Background: an optimization exercise with open tools, aiming at small area and a short achievable clock period. Do not read the settings as production practice. Where RTL was checked, it was by simulation tests only, not by an equivalence proof against the original.

## Chevychev_highpass
module Chevychev_highpass (
    data_in, data_out, clk, rst
);
For scale: roughly 1100 cells after synthesis, about 180 flip-flops, ~28 I/O pins, ~15000 µm² of cells after synthesis.
export LEC_CHECK = 0
export CAP_MARGIN = 20
export CORE_MARGIN = 2
export CORE_UTILIZATION = 40
export SLEW_MARGIN = 20
export SYNTH_HIERARCHICAL = 1
export SYNTH_MINIMUM_KEEP_SIZE = 0
create_clock -name core_clock -period 16.0 [get_ports {clk}]
standard.sh (not shown) runs the stock make flow with config.mk's settings and CLKGATE_MAP_FILE= SYNTH_SCRIPT=/design/flow/synth_recipe.tcl, a recipe that flattens the netlist after the stock synthesis.
==> flow/flow/run.sh <==
#!/bin/bash
# The standard layout (standard.sh), with three changes to how it is made:
#  - port buffers are buf_4 instead of the default (a slow delay buffer),
#  - timing repair aims for 7.7 ns of setup slack (the design runs well below
#    the 16 ns clock, so the default repair would never act),
#  - clock tree: clkbuf_8 buffers, sinks clustered by 20 within 60 um, no
#    dummy loads.
# The full make output goes to standard_sh.log; ORFS keeps per-step logs in orfs/logs.
set -euo pipefail
bash standard.sh \
  "BUFFER_PORTS_ARGS=-buffer_cell sky130_fd_sc_hd__buf_4" \
  SETUP_SLACK_MARGIN=7.7 \
  "CTS_ARGS=-sink_clustering_enable -repair_clock_nets -dont_use_dummy_load -sink_clustering_size 20 -sink_clustering_max_diameter 60 -buf_list sky130_fd_sc_hd__clkbuf_8" \
  finish > standard_sh.log 2>&1
Next try:
--- a/flow/flow/run.sh
+++ b/flow/flow/run.sh
@@ -4 +4 @@
-#  - timing repair aims for 7.7 ns of setup slack (the design runs well below
+#  - timing repair aims for 7.4 ns of setup slack (the design runs well below
@@ -12 +12 @@
-  SETUP_SLACK_MARGIN=7.7 \
+  SETUP_SLACK_MARGIN=7.4 \
What happened: The new run completed with no timing, DRC or antenna violations. Design area is lower by 3.2%. Cell count fell by 2.4%. Clock skew stays flat. Via count drops by 2.1%.
Next try:
--- a/flow/flow/run.sh
+++ b/flow/flow/run.sh
@@ -4 +4 @@
-#  - timing repair aims for 7.4 ns of setup slack (the design runs well below
+#  - timing repair aims for 7.85 ns of setup slack (the design runs well below
@@ -12 +12 @@
-  SETUP_SLACK_MARGIN=7.4 \
+  SETUP_SLACK_MARGIN=7.85 \
After rerunning:
- final area came out higher by 3.5%
- wire length came out higher by 2.7%
- maximum frequency came out higher by 3.2%
- via count came out higher by 2.1%

== run A ==
Another version of the RTL of Chevychev_highpass (not shown whole).
Size: about 1,100 cells after synthesis, ~180 flip-flops, about 28 I/O pins, ~0.016 mm² of cells after synthesis.
## Chevychev_highpass
module Chevychev_highpass (
    data_in, data_out, clk, rst
);
    output [17:0] data_out;
    input  [7:0]  data_in;
    input         clk, rst;
    reg [7:0]  XN;    
    reg [17:0] YN;    
    reg [17:0] RS;
    reg [17:0] R3;
    reg [0:0] R3c;    
    reg [17:0] R4;
    reg [0:0] R4c;    
    reg [17:0] R5;
    reg [0:0] R5c;    
    reg [17:0] R6;
    reg [0:0] R6c;    
    reg [17:0] R7;
    reg [0:0] R7c;    
    reg [17:0] R8;
    reg [0:0] R8c;    
    reg [17:0] R9;
    reg [0:0] R9c;    
    wire n_1 = ~XN[0];
    wire n_2 = ~XN[1];
    wire n_3 = ~XN[2];
    wire n_4 = ~XN[3];
    wire n_5 = ~XN[4];
    wire n_6 = ~XN[5];
    wire n_7 = ~XN[6];
    wire n_8 = ~XN[7];
    wire n_9 = ~YN[0];
    wire n_10 = ~YN[1];
    wire n_11 = ~YN[2];
    wire n_12 = ~YN[3];
    wire n_13 = ~YN[4];
    wire n_14 = ~YN[5];
    wire n_15 = ~YN[6];
    wire n_16 = ~YN[7];
    wire n_17 = ~YN[8];
    wire n_18 = ~YN[9];
    wire n_19 = ~YN[10];
    wire n_20 = ~YN[11];
    wire n_21 = ~YN[12];
    wire n_22 = ~YN[13];
    wire n_23 = ~YN[14];
    wire n_24 = ~YN[15];
    wire n_25 = ~YN[16];
    wire n_26 = ~YN[17];
    wire s_27, c_28;
    iir_ha us_27 (.a(n_3), .b(n_1), .s(s_27), .co(c_28));
    wire s_29, c_30;
    iir_fa us_29 (.a(n_4), .b(n_2), .c(c_28), .s(s_29), .co(c_30));
    wire s_31, c_32;
    iir_fa us_31 (.a(n_5), .b(n_3), .c(c_30), .s(s_31), .co(c_32));
    wire s_33, c_34;
    iir_fa us_33 (.a(n_6), .b(n_4), .c(c_32), .s(s_33), .co(c_34));
    wire s_35, c_36;
  ...
==> flow/config.mk <==
export PLATFORM = sky130hd
export DESIGN_NAME = Chevychev_highpass
export DESIGN_NICKNAME = Chevychev_highpass
export VERILOG_FILES = /design/flow/design.v
export SDC_FILE = /design/flow/constraint.sdc
export NUM_CORES = 4
export LEC_CHECK = 0
export CAP_MARGIN = 20
export CORE_MARGIN = 2
export CORE_UTILIZATION = 40
export CTS_BUF_LIST = sky130_fd_sc_hd__clkbuf_8
export CTS_CLUSTER_DIAMETER = 60
export CTS_CLUSTER_SIZE = 20
export SLEW_MARGIN = 20
export SYNTH_HIERARCHICAL = 1
export SYNTH_MINIMUM_KEEP_SIZE = 0
==> flow/constraint.sdc <==
create_clock -name core_clock -period 16.0 [get_ports {clk}]
set_input_delay 3.2000 -clock core_clock [delete_from_list [all_inputs] [get_ports {clk}]]
set_output_delay 3.2000 -clock core_clock [all_outputs]
set_load 0.01 [all_outputs]
==> flow/flow/run.sh <==
#!/bin/bash
# Standard layout, with stronger port buffers and timing repair aimed past the clock period.
set -euo pipefail
bash standard.sh "BUFFER_PORTS_ARGS=-buffer_cell sky130_fd_sc_hd__buf_4" SETUP_SLACK_MARGIN=7 finish > standard_sh.log 2>&1
The final layout from run A, which completed every stage, passed the timing, design-rule and antenna checks at the end of the flow.
Modified inputs, run B compared to run A
- CTS_CLUSTER_DIAMETER: 60 -> unset
- CTS_CLUSTER_SIZE: 20 -> unset
- CTS_BUF_LIST: sky130_fd_sc_hd__clkbuf_8 -> unset
==> flow/flow/run.sh <==
#!/bin/bash
# Standard layout, with stronger port buffers and timing repair aimed past the clock period.
set -euo pipefail
bash standard.sh "BUFFER_PORTS_ARGS=-buffer_cell sky130_fd_sc_hd__buf_4" finish > standard_sh.log 2>&1
Findings:
- Going from run A to run B, time the final worst path needs with I/O delays and setup now larger; final area now larger; minimum setup slack in the final design moved down; data required time of the critical path saw little to no change.
- Run B -> run A: number of multi-input combinational cells in the layout flat
- The clock-cell share of area of run B exceeds that of run A by 1.1 points.
- Run B ended with more length of routed met3 wiring than run A.
- Fraction of met2 tracks used by global routing: run B vs run A — no meaningful difference
- The slowest library cell on the worst path comes out a31oi_1 in one run and o41ai_2 in the other, namely in run B and run A respectively.
Function was not checked in any run of this note: the RTL went through the layout flow alone.

[static timing again, ports no longer ideal]
How much do the figures lean on ideal ports? The routed layouts below were timed once more, with nothing changed but the port constraints. Step 1, drivers: a clkbuf_16 drives clk and a buf_2 each remaining input, both assumed. Step 2 adds t to the input delays and takes it off the output delays; t is the mean of the earliest and latest rising clock arrival at the registers after step 1. Input paths then give back, and output paths get back, about the clock's delay inside the block. Slacks: no drivers / after step 1 / after step 2; pairs: no drivers / after step 1.
| run | t, ns | setup WS [ns] | worst hold slack (ns) | worst setup path after step 2 |
|---|---|---|---|---|
| the first run of note 1 | 0.512 | 7.760 / 7.729 / 7.729 | 0.494 / 0.494 / 0.494 | input to output |
| the second run of note 1 | 0.512 | 7.587 / 7.564 / 7.564 | 0.491 / 0.491 / 0.491 | input to output |
| the third run of note 1 | 0.510 | 7.845 / 7.795 / 7.795 | 0.491 / 0.491 / 0.491 | input to output |
| run A | 0.553 | 7.205 / 7.179 / 7.179 | 0.499 / 0.499 / 0.499 | input to output |
| run B | 0.510 | 6.935 / 6.910 / 6.910 | 0.495 / 0.495 / 0.495 | input to output |
After both steps every run listed still meets setup and hold. The setup slack of the third run of note 1, which loses most, moves by -0.050 ns with the drivers and by -0.050 ns with both steps.
